What follows belongs to an exercise in optimizing a design on an open flow for small area, a short achievable clock period and few clock cycles per item; a production flow would make more cautious choices. In this exercise RTL edits were held to simulation tests only and were not proved equivalent to the original.

rev 12:
// imc
module imc
  #(parameter INPUT_W = 16,
    parameter OUTPUT_W = 16)
(
    input  logic                   clk,
    input  logic                   rst_n,
    input  logic                   start,
    input  logic [INPUT_W-1:0]     aIn,
    input  logic [INPUT_W-1:0]     bIn,
    input  logic [INPUT_W-1:0]     cIn,
    input  logic [INPUT_W-1:0]     dIn,
    output logic                   ready,
    output logic [OUTPUT_W-1:0]    aOut,
    output logic [OUTPUT_W-1:0]    bOut,
    output logic [OUTPUT_W-1:0]    cOut,
    output logic [OUTPUT_W-1:0]    dOut,
    output logic                   aOut_sign,
    output logic                   bOut_sign,
    output logic                   cOut_sign,
    output logic                   dOut_sign
);
  logic [16:0] dx, dy;
  logic        cp;
  wire t1, t2;
  fa u_t1 (.a(~(aIn[0] & dIn[13])), .b(~(aIn[1] & dIn[12])), .c(1'b1), .s(t1), .co(t2));
  wire t3, t4;
  fa u_t3 (.a(~(aIn[0] & dIn[14])), .b(~(aIn[1] & dIn[13])), .c(~(aIn[2] & dIn[12])), .s(t3), .co(t4));
  wire t5, t6;
  fa u_t5 (.a(~(aIn[3] & dIn[11])), .b(~(aIn[4] & dIn[10])), .c(1'b1), .s(t5), .co(t6));
  wire t7, t8;
  fa u_t7 (.a(~(aIn[0] & dIn[15])), .b(~(aIn[1] & dIn[14])), .c(~(aIn[2] & dIn[13])), .s(t7), .co(t8));
  wire t9, t10;
  fa u_t9 (.a(~(aIn[3] & dIn[12])), .b(~(aIn[4] & dIn[11])), .c(~(aIn[5] & dIn[10])), .s(t9), .co(t10));
  wire t11, t12;
  fa u_t11 (.a(~(aIn[6] & dIn[9])), .b(~(aIn[7] & dIn[8])), .c(1'b1), .s(t11), .co(t12));
  wire t13, t14;
  fa u_t13 (.a(~(aIn[0] & dIn[9])), .b(~(aIn[1] & dIn[8])), .c(1'b1), .s(t13), .co(t14));
  wire t15, t16;
  fa u_t15 (.a(~(aIn[0] & dIn[10])), .b(~(aIn[1] & dIn[9])), .c(~(aIn[2] & dIn[8])), .s(t15), .co(t16));
  wire t17, t18;
  fa u_t17 (.a(~(aIn[3] & dIn[7])), .b(~(aIn[4] & dIn[6])), .c(1'b1), .s(t17), .co(t18));
  wire t19, t20;
  fa u_t19 (.a(~(aIn[0] & dIn[11])), .b(~(aIn[1] & dIn[10])), .c(~(aIn[2] & dIn[9])), .s(t19), .co(t20));
  wire t21, t22;
  fa u_t21 (.a(~(aIn[3] & dIn[8])), .b(~(aIn[4] & dIn[7])), .c(~(aIn[5] & dIn[6])), .s(t21), .co(t22));
  wire t23, t24;
  fa u_t23 (.a(~(aIn[6] & dIn[5])), .b(~(aIn[7] & dIn[4])), .c(1'b1), .s(t23), .co(t24));
  wire t25, t26;
  fa u_t25 (.a(~(aIn[0] & dIn[12])), .b(~(aIn[1] & dIn[11])), .c(~(aIn[2] & dIn[10])), .s(t25), .co(t26));
  wire t27, t28;
  ...
Size: ~2400 cells after synthesis, roughly 0.023 mm2 of cells after synthesis.
clock: 11.0 ns
lec_check: 0
cap_margin: 20
core_margin: 2
core_utilization: 60
setup_slack_margin: 4
slew_margin: 20
synth_hierarchical: 1
run.sh (not shown) runs the stock make flow with config.mk's settings and CLKGATE_MAP_FILE= SYNTH_SCRIPT=/design/flow/synth_recipe.tcl, a recipe that flattens the netlist after the stock synthesis.
Rev 12 has completed all stages; timing, DRC and antenna checks passed.
Testbench counts of rev 12, summed over its fixed seeds: cycles 3,200, items 3,200.
Setup changes, rev 12 to rev 13
- SETUP_SLACK_MARGIN: 4 -> 3
Notes after the runs:
The footprint of the multi-input gates in rev 13 sits 5.3% below the value recorded for rev 12. Delta (rev 13 minus rev 12): via count saw a decrease; global-route usage saw a decrease; detailed-routing iteration count for the pre-antenna-repair pass saw a decrease. On post-route cell area, rev 12 loses to rev 13. Changes observed in rev 13 relative to rev 12: minimum clock period increased by 0.099 ns relative to the old numbers, violation count after the first detailed-route iteration now smaller, number of vias per cell decreased by 3.3% relative to the old numbers, core utilization went down 7.5 points.

[what the ideal ports hide]
The flow's constraints put no driver on any port. The routed layouts listed below were extracted and timed again, unchanged, in two steps. Step 1 sets driving cells, clkbuf_16 on the clock port and buf_2 on the other inputs (assumed; they add their load-dependent delay and slew). Step 2, shift: input delay + t, output delay - t, t = (earliest + latest rising clock arrival at the registers) / 2. This alone moves slack from input paths to output paths. Slacks: no drivers / after step 1 / after step 2; pairs: no drivers / after step 1.
run | t, ns | setup slack, ns | worst setup path after step 2
rev 12 | 0.396 | 3.244 / 3.194 / 3.505 | input to register
rev 13 | 0.385 | 3.145 / 3.140 / 2.768 | input to register
After both steps setup and hold are still met in every run listed. The setup slack of rev 13, which loses most, moves by -0.005 ns with the drivers and by -0.377 ns with both steps.
